This design comes from an exercise in tuning for small area on the open sky130 flow, not from production work.
The RTL was checked by simulation tests, not by an equivalence proof against the original design.
Power figures rest on the tool's default switching activity, not on a simulated workload.

== job 9212 ==
==> module SecCSATree_n3k32, before the edit <==
module SecCSATree_n3k32(
    input  wire        clk_i,
    input  wire        i_en,
    input  wire [95:0] i_n,
    input  wire [95:0] i_x,
    output wire [95:0] o_s,
    output wire [95:0] o_c);
  wire [95:0] y1 = {32'd0, 32'd0, i_x[0+:32]};
  wire [95:0] y2 = {32'd0, i_x[32+:32], 32'd0};
  wire [95:0] y3 = {i_x[64+:32], 32'd0, 32'd0};
  SecCSA_n3k32 #(.YZ({32'd0, 32'hFFFF_FFFF, 32'd0}),
                 .KP({64'd0, 32'hFFFF_FFFF})) u0_SecCSA_n3k32 (
    .clk_i  (clk_i),
    .i_en   (i_en),
    .i_n    (i_n[0+:96]),
    .i_x    (y1),
    .i_y    (y2),
    .i_c_in (y3),
    .o_s    (o_s),
    .o_c    (o_c));
endmodule
==> module SecAnd_PINI1_n3k32_1, before the edit <==
module SecAnd_PINI1_n3k32_1 #(
    parameter [95:0] YZ = 96'd0,
    parameter [95:0] KP = 96'd0
  )(
    input  wire        clk_i,
    input  wire        i_en,
    input  wire [95:0] i_n,
    input  wire [95:0] i_x,
    input  wire [95:0] i_y,
    output wire [95:0] o_c);
  localparam [17:0] LJ = {3'd2, 3'd2, 3'd1, 3'd1, 3'd0, 3'd0};
  localparam [17:0] LI = {3'd1, 3'd0, 3'd2, 3'd0, 3'd2, 3'd1};
  localparam [17:0] LQ = {3'd2, 3'd1, 3'd2, 3'd0, 3'd1, 3'd0};
  wire [95:0] xd;
  wire [95:0] yd;
  wire [95:0] r;
  lix_reg #(.W(96)) u_xd (.clk_i(clk_i), .i_en(i_en), .i_x(i_x), .o_z(xd));
  lix_reg #(.W(96)) u_yd (.clk_i(clk_i), .i_en(i_en), .i_x(i_y), .o_z(yd));
  lix_reg #(.W(96)) u_r  (.clk_i(clk_i), .i_en(i_en), .i_x(i_n), .o_z(r));
  wire [95:0] kn;       
  wire [95:0] rr;        
  wire [191:0] z;        
  wire [95:0] knr;
  lix_reg #(.W(96)) u_k  (.clk_i(clk_i), .i_en(i_en), .i_x(~(xd & yd) ^ KP), .o_z(knr));
  assign kn = (knr ^ KP) | YZ;    
  lix_reg #(.W(96)) u_rr (.clk_i(clk_i), .i_en(i_en), .i_x(r), .o_z(rr));
  genvar m, b;
  generate
    for (m = 0; m < 6; m = m + 1) begin: GL
      localparam integer J = LJ[3*m +: 3];
      localparam integer I = LI[3*m +: 3];
      localparam integer Q = LQ[3*m +: 3];
      for (b = 0; b < 32; b = b + 1) begin: GB
        if (YZ[32*I + b]) begin: GDEG
          assign z[32*m + b] = rr[32*Q + b];
        end else begin: GFULL
          wire v, un, tn;
          lix_reg #(.W(1)) u_v (.clk_i(clk_i), .i_en(i_en),
                                .i_x(i_y[32*I + b] ^ i_n[32*Q + b]), .o_z(v));
          lix_reg #(.W(1)) u_u (.clk_i(clk_i), .i_en(i_en),
                                .i_x(~(~xd[32*J + b] & r[32*Q + b])), .o_z(un));
          lix_reg #(.W(1)) u_t (.clk_i(clk_i), .i_en(i_en),
                                .i_x(~(xd[32*J + b] & v)), .o_z(tn));
          assign z[32*m + b] = ~(un & tn);
        end
      end
    end
  endgenerate
  assign o_c[ 0+:32] = ~kn[ 0+:32] ^ z[ 0+:32] ^ z[ 32+:32];
  assign o_c[32+:32] = ~kn[32+:32] ^ z[64+:32] ^ z[ 96+:32];
  assign o_c[64+:32] = ~kn[64+:32] ^ z[128+:32] ^ z[160+:32];
endmodule
==> module SecCSA_n3k32, before the edit <==
module SecCSA_n3k32 #(
    parameter [95:0] YZ = 96'd0,
    parameter [95:0] KP = 96'd0
  )(
    input  wire        clk_i,
    input  wire        i_en,
    input  wire [95:0] i_n,
    input  wire [95:0] i_x,
    input  wire [95:0] i_y,
    input  wire [95:0] i_c_in,
    output wire [95:0] o_c,
    output wire [95:0] o_s);
  wire [95:0] a   = i_x ^ i_y;
  wire [95:0] s   = a ^ i_c_in;
  wire [95:0] w   = i_x ^ i_c_in;
  wire [95:0] v;
  wire [95:0] sd;
  wire [95:0] xd;
  wire [95:0] xxv;
  SecAnd_PINI1_n3k32_1 #(.YZ(YZ), .KP(KP)) u3_SecAnd_PINI1_n3k32_1 (
    .clk_i (clk_i),
    .i_en  (i_en),
    .i_n   (i_n),
    .i_x   (a),
    .i_y   (w),
    .o_c   (v));
  lix_shr0 #(.W(96), .N(2)) u4_lix_shr0 (
    .clk_i (clk_i), .i_en (i_en), .i_x (s), .o_z (sd));
  lix_shr0 #(.W(96), .N(2)) u5_lix_shr0 (
    .clk_i (clk_i), .i_en (i_en), .i_x (i_x), .o_z (xd));
  assign xxv = xd ^ v;
  assign o_c[ 0+:32] = xxv[ 0+:32] << 1;
  assign o_c[32+:32] = xxv[32+:32] << 1;
  assign o_c[64+:32] = xxv[64+:32] << 1;
  assign o_s = sd;
endmodule
clock: 5.0 ns
lec_check: 0
cap_margin: 20
core_margin: 2
core_utilization: 65
cts_cluster_diameter: 80
cts_cluster_size: 30
place_density: 0.75
setup_slack_margin: 0.05
slew_margin: 20
run.sh (not shown) runs the stock make flow with config.mk's settings and CLKGATE_MAP_FILE= SYNTH_SCRIPT=/design/flow/synth_recipe.tcl, a recipe that flattens the netlist after the stock synthesis.
> inputs changed (job 9212 -> job 4564)
==> flow/design.v, changed modules only <==
module SecCSATree_n3k32(
    input  wire        clk_i,
    input  wire        i_en,
    input  wire [95:0] i_n,
    input  wire [95:0] i_x,
    output wire [95:0] o_s,
    output wire [95:0] o_c);
  wire [95:0] y1 = {32'd0, 32'd0, i_x[0+:32]};
  wire [95:0] y2 = {32'd0, i_x[32+:32], 32'd0};
  wire [95:0] y3 = {i_x[64+:32], 32'd0, 32'd0};
  SecCSA_n3k32 #(.YZ({32'd0, 32'hFFFF_FFFF, 32'd0})) u0_SecCSA_n3k32 (
    .clk_i  (clk_i),
    .i_en   (i_en),
    .i_n    (i_n[0+:96]),
    .i_x    (y1),
    .i_y    (y2),
    .i_c_in (y3),
    .o_s    (o_s),
    .o_c    (o_c));
endmodule
module SecAnd_PINI1_n3k32_1 #(
    parameter [95:0] YZ = 96'd0
  )(
    input  wire        clk_i,
    input  wire        i_en,
    input  wire [95:0] i_n,
    input  wire [95:0] i_x,
    input  wire [95:0] i_y,
    output wire [95:0] o_c);
  localparam [17:0] LJ = {3'd2, 3'd2, 3'd1, 3'd1, 3'd0, 3'd0};
  localparam [17:0] LI = {3'd1, 3'd0, 3'd2, 3'd0, 3'd2, 3'd1};
  localparam [17:0] LQ = {3'd2, 3'd1, 3'd2, 3'd0, 3'd1, 3'd0};
  wire [95:0] xd;
  wire [95:0] yd;
  wire [95:0] r;
  lix_reg #(.W(96)) u_xd (.clk_i(clk_i), .i_en(i_en), .i_x(i_x), .o_z(xd));
  lix_reg #(.W(96)) u_yd (.clk_i(clk_i), .i_en(i_en), .i_x(i_y), .o_z(yd));
  lix_reg #(.W(96)) u_r  (.clk_i(clk_i), .i_en(i_en), .i_x(i_n), .o_z(r));
  wire [95:0] kn;       
  wire [95:0] rr;        
  wire [191:0] z;        
  wire [95:0] knr;
  lix_reg #(.W(96)) u_k  (.clk_i(clk_i), .i_en(i_en), .i_x(~(xd & yd)), .o_z(knr));
  assign kn = knr | YZ;    
  lix_reg #(.W(96)) u_rr (.clk_i(clk_i), .i_en(i_en), .i_x(r), .o_z(rr));
  genvar m, b;
  generate
    for (m = 0; m < 6; m = m + 1) begin: GL
      localparam integer J = LJ[3*m +: 3];
      localparam integer I = LI[3*m +: 3];
      localparam integer Q = LQ[3*m +: 3];
      for (b = 0; b < 32; b = b + 1) begin: GB
        if (YZ[32*I + b]) begin: GDEG
          assign z[32*m + b] = rr[32*Q + b];
        end else begin: GFULL
          wire v, un, tn;
          lix_reg #(.W(1)) u_v (.clk_i(clk_i), .i_en(i_en),
                                .i_x(i_y[32*I + b] ^ i_n[32*Q + b]), .o_z(v));
          lix_reg #(.W(1)) u_u (.clk_i(clk_i), .i_en(i_en),
                                .i_x(~(~xd[32*J + b] & r[32*Q + b])), .o_z(un));
          lix_reg #(.W(1)) u_t (.clk_i(clk_i), .i_en(i_en),
                                .i_x(~(xd[32*J + b] & v)), .o_z(tn));
          assign z[32*m + b] = ~(un & tn);
        end
      end
    end
  endgenerate
  assign o_c[ 0+:32] = ~kn[ 0+:32] ^ z[ 0+:32] ^ z[ 32+:32];
  assign o_c[32+:32] = ~kn[32+:32] ^ z[64+:32] ^ z[ 96+:32];
  assign o_c[64+:32] = ~kn[64+:32] ^ z[128+:32] ^ z[160+:32];
endmodule
module SecCSA_n3k32 #(
    parameter [95:0] YZ = 96'd0
  )(
    input  wire        clk_i,
    input  wire        i_en,
    input  wire [95:0] i_n,
    input  wire [95:0] i_x,
    input  wire [95:0] i_y,
    input  wire [95:0] i_c_in,
    output wire [95:0] o_c,
    output wire [95:0] o_s);
  wire [95:0] a   = i_x ^ i_y;
  wire [95:0] s   = a ^ i_c_in;
  wire [95:0] w   = i_x ^ i_c_in;
  wire [95:0] v;
  wire [95:0] sd;
  wire [95:0] xd;
  wire [95:0] xxv;
  SecAnd_PINI1_n3k32_1 #(.YZ(YZ)) u3_SecAnd_PINI1_n3k32_1 (
    .clk_i (clk_i),
    .i_en  (i_en),
    .i_n   (i_n),
    .i_x   (a),
    .i_y   (w),
    .o_c   (v));
  lix_shr0 #(.W(96), .N(2)) u4_lix_shr0 (
    .clk_i (clk_i), .i_en (i_en), .i_x (s), .o_z (sd));
  lix_shr0 #(.W(96), .N(2)) u5_lix_shr0 (
    .clk_i (clk_i), .i_en (i_en), .i_x (i_x), .o_z (xd));
  assign xxv = xd ^ v;
  assign o_c[ 0+:32] = xxv[ 0+:32] << 1;
  assign o_c[32+:32] = xxv[32+:32] << 1;
  assign o_c[64+:32] = xxv[64+:32] << 1;
  assign o_s = sd;
endmodule
Results
Higher time the final worst path needs with I/O delays and setup among job 4564 and job 9212: job 9212
The cell count after synthesis of job 9212 and that of job 4564 are within noise of each other.
Looking only at total power, and setting everything else aside, the lower value of job 4564 and job 9212 goes to job 9212.
Cmp job 4564 vs job 9212: final clock period utilization by the worst path lower in job 4564
The combined area of all synthesized cells of job 4564 and that of job 9212 are within noise of each other.
Clock power share for job 4564 is lower than for job 9212.
| detail-routed via count per cell | job 4564 vs job 9212 | ≈ equal |
| detailed-route wire length on metal 1 | job 4564 vs job 9212 | ≈ equal |

* * *

Another version of the RTL of SecA2B_n3k32_1 (not shown whole).
For scale: about 1300 I/O pins, roughly 380000 um2 of cells after synthesis.
==> module SecKSA_n3k32_1, before the edit <==
module SecKSA_n3k32_1(
    input  wire         clk_i,
    input  wire         i_en,
    input  wire [959:0] i_n,
    input  wire  [95:0] i_x,
    input  wire  [95:0] i_y,
    output wire  [95:0] o_z);
  wire [95:0] p = i_x ^ i_y;
  wire [95:0] pd;        
  wire [95:0] xd;        
  wire [95:0] yd;        
  wire [95:0] g;
  wire [479:0] pl;
  wire [479:0] gl;
  wire [95:0] tmp;
  wire [95:0] a;
  wire [95:0] gd;
  wire [95:0] ga;
  wire [95:0] gals;
  lix_shr0 #(.W(96), .N(2))  u1_lix_shr0 (
    .clk_i (clk_i), .i_en (i_en), .i_x (p),  .o_z (pd));
  lix_shr0 #(.W(96), .N(12)) u10_lix_shr0 (
    .clk_i (clk_i), .i_en (i_en), .i_x (i_x), .o_z (xd));
  lix_shr0 #(.W(96), .N(12)) u11_lix_shr0 (
    .clk_i (clk_i), .i_en (i_en), .i_x (i_y), .o_z (yd));
  SecAnd_PINI1_n3k32_1 #(.YZ({3{32'h1}})) u2_SecAnd_PINI1_n3k32_1 (
    .clk_i (clk_i),
    .i_en  (i_en),
    .i_n   (i_n[0+:96]),
    .i_x   (i_x),
    .i_y   (i_y),
    .o_c   (g));
  assign pl[0+:96] = pd;
  assign gl[0+:96] = g;
  genvar l;
  generate
    for (l = 0; l < 4; l = l + 1) begin: GLAYER
      SecKSA_1l_n3k32 #(.SHIFT(l)) u_SecKSA_1l_n3k32 (
        .clk_i (clk_i),
        .i_en  (i_en),
        .i_n   (i_n[96 + 192*l +: 192]),
        .i_p   (pl[96*l +: 96]),
        .i_g   (gl[96*l +: 96]),
        .o_p   (pl[96*(l+1) +: 96]),
        .o_g   (gl[96*(l+1) +: 96]));
    end
  endgenerate
  assign tmp[ 0+:32] = gl[384+:32] << 16;
  assign tmp[32+:32] = gl[416+:32] << 16;
  assign tmp[64+:32] = gl[448+:32] << 16;
  SecAnd_PINI1_n3k32_1 #(.YZ({3{32'hFFFF}})) u8_SecAnd_PINI1_n3k32_1 (
    .clk_i (clk_i),
    .i_en  (i_en),
    .i_n   (i_n[864+:96]),
    .i_x   (pl[384+:96]),
    .i_y   (tmp),
    .o_c   (a));
  lix_shr0 #(.W(96), .N(2)) u7_lix_shr0 (
    .clk_i (clk_i), .i_en (i_en), .i_x (gl[384+:96]), .o_z (gd));
  assign ga = gd ^ a;
  assign gals[ 0+:32] = ga[ 0+:32] << 1;
  assign gals[32+:32] = ga[32+:32] << 1;
  assign gals[64+:32] = ga[64+:32] << 1;
  assign o_z = xd ^ yd ^ gals;
endmodule
Settings: LEC_CHECK=0, CAP_MARGIN=20, CORE_MARGIN=2, CORE_UTILIZATION=70, CTS_CLUSTER_DIAMETER=100, CTS_CLUSTER_SIZE=30, PLACE_DENSITY=0.78, SETUP_SLACK_MARGIN=0.05, SLEW_MARGIN=20; clock period 5.0 ns.
standard.sh (not shown) runs the stock make flow with config.mk's settings and CLKGATE_MAP_FILE= SYNTH_SCRIPT=/design/flow/synth_recipe.tcl, a recipe that flattens the netlist after the stock synthesis.
==> flow/flow/run.sh <==
#!/bin/bash
# Own layout flow: the standard layout (standard.sh), with these changes.
#  1. After the standard synthesis, the combinational logic between the
#     registers is mapped again by ABC for area (remap.tcl).  The registers
#     stay as the standard synthesis made them: same instances, names and
#     cell types.
#  2. Placement buffers the ports with sky130_fd_sc_hd__buf_1 cells.
#  3. If the routed layout still has an antenna violation, placement and
#     routing are run again with the placement density moved by 0.01.
# Each tool's output goes to a log file of its own in this folder.
set -euo pipefail
R=orfs/results/${FLOW_PLATFORM}/SecA2B_n3k32_1/base
REP=orfs/reports/${FLOW_PLATFORM}/SecA2B_n3k32_1/base
LIB=${FLOW_HOME}/platforms/${FLOW_PLATFORM}/lib/sky130_fd_sc_hd__tt_025C_1v80.lib

bash standard.sh synth > 1_synth_standard.log 2>&1
cp ${R}/1_2_yosys.v ${R}/1_2_yosys_standard.v

REMAP_IN=${R}/1_2_yosys_standard.v REMAP_OUT=${R}/1_2_yosys.v REMAP_LIB=${LIB} \
  REMAP_ABC=flow/area.abc REMAP_TOP=${FLOW_TOP} \
  yosys -c flow/remap.tcl > 1_remap_yosys.log 2>&1
rm -f ${R}/1_synth.odb

export BUFFER_PORTS_ARGS="-buffer_cell sky130_fd_sc_hd__buf_1"
PD=$(sed -n 's/^export PLACE_DENSITY = //p' config.mk)
PD=${PD:-0.6}
n=0
for d in 0 -0.01 0.01 -0.02 0.02; do
  n=$((n + 1))
  dens=$(python3 -c "print(round(${PD} + (${d}), 3))")
  bash standard.sh PLACE_DENSITY=${dens} route > 2_layout_try${n}.log 2>&1
  if ! grep -q VIOLATED ${REP}/drt_antennas.log; then
    break
  fi
  # placement onwards again, at the next density
  rm -f ${R}/3_3_* ${R}/3_4_* ${R}/3_5_* ${R}/3_place.* ${R}/4_* ${R}/5_*
done
bash standard.sh PLACE_DENSITY=${dens} finish > 3_finish_standard.log 2>&1
Other scripts of this flow, unchanged in this note and not shown: flow/flow/area.abc, flow/flow/remap.tcl
The baseline produced a clean layout.
Then changed:
--- a/flow/design.v
+++ b/flow/design.v
@@ -296,8 +296,7 @@
     output wire  [95:0] o_z);
   wire [95:0] p = i_x ^ i_y;
   wire [95:0] pd;        
-  wire [95:0] xd;        
-  wire [95:0] yd;        
+  wire [95:0] pz;        
   wire [95:0] g;
   wire [479:0] pl;
   wire [479:0] gl;
@@ -308,10 +307,8 @@
   wire [95:0] gals;
   lix_shr0 #(.W(96), .N(2))  u1_lix_shr0 (
     .clk_i (clk_i), .i_en (i_en), .i_x (p),  .o_z (pd));
-  lix_shr0 #(.W(96), .N(12)) u10_lix_shr0 (
-    .clk_i (clk_i), .i_en (i_en), .i_x (i_x), .o_z (xd));
-  lix_shr0 #(.W(96), .N(12)) u11_lix_shr0 (
-    .clk_i (clk_i), .i_en (i_en), .i_x (i_y), .o_z (yd));
+  lix_shr0 #(.W(96), .N(10)) u10_lix_shr0 (
+    .clk_i (clk_i), .i_en (i_en), .i_x (pd), .o_z (pz));
   SecAnd_PINI1_n3k32_1 #(.YZ({3{32'h1}})) u2_SecAnd_PINI1_n3k32_1 (
     .clk_i (clk_i),
     .i_en  (i_en),
@@ -350,7 +347,7 @@
   assign gals[ 0+:32] = ga[ 0+:32] << 1;
   assign gals[32+:32] = ga[32+:32] << 1;
   assign gals[64+:32] = ga[64+:32] << 1;
-  assign o_z = xd ^ yd ^ gals;
+  assign o_z = pz ^ gals;
 endmodule
 `timescale 1ns/1ps
 module SecA2B_n3k32_1(
The changed run completed without violations.
Worst setup slack improved by 0.33 ns.
Register-to-register slack improved by 0.10 ns.
First-iteration DRC count drops by 11%.
Final cell count drops by 7.1%.
Cell area drops by 10%.
Power drops by 9.9%.
Count of clock-buffer cells in the layout drops by 31.
Non-clock buffer count drops by 135.
Core utilization drops by 0.36 points.

re-timing with driven ports:
The results above use ideal ports. As a check the final layouts listed here were re-extracted and re-timed, cells and wires unchanged.
Step 1 sets driving cells, clkbuf_16 on the clock port and buf_2 on the other inputs (assumed; they add their load-dependent delay and slew).
Step 2 moves the port delays by t, midway between the first and last clock arrival at a register: inputs arrive t later, outputs are due t later. That takes back most of the time a late clock gives input paths.
Slacks: ideal / step 1 / step 2; pairs: ideal / step 1.
run	shift t [ns]	slack for setup (ns)	worst hold slack (ns)	clock arrival spread, ns
job 9212	1.151	0.631 / 0.505 / 1.656	0.348 / 0.247 / 0.406	0.087 / 0.087
job 4564	1.148	0.791 / 0.656 / 1.804	0.348 / 0.237 / 0.405	0.067 / 0.067
the first run of note 2	1.145	0.778 / 0.643 / 1.788	0.136 / 0.024 / 0.410	0.052 / 0.053
the second run of note 2	1.118	1.113 / 0.983 / 1.664	0.138 / 0.029 / 0.417	0.078 / 0.078
After both steps every run listed still meets setup and hold.
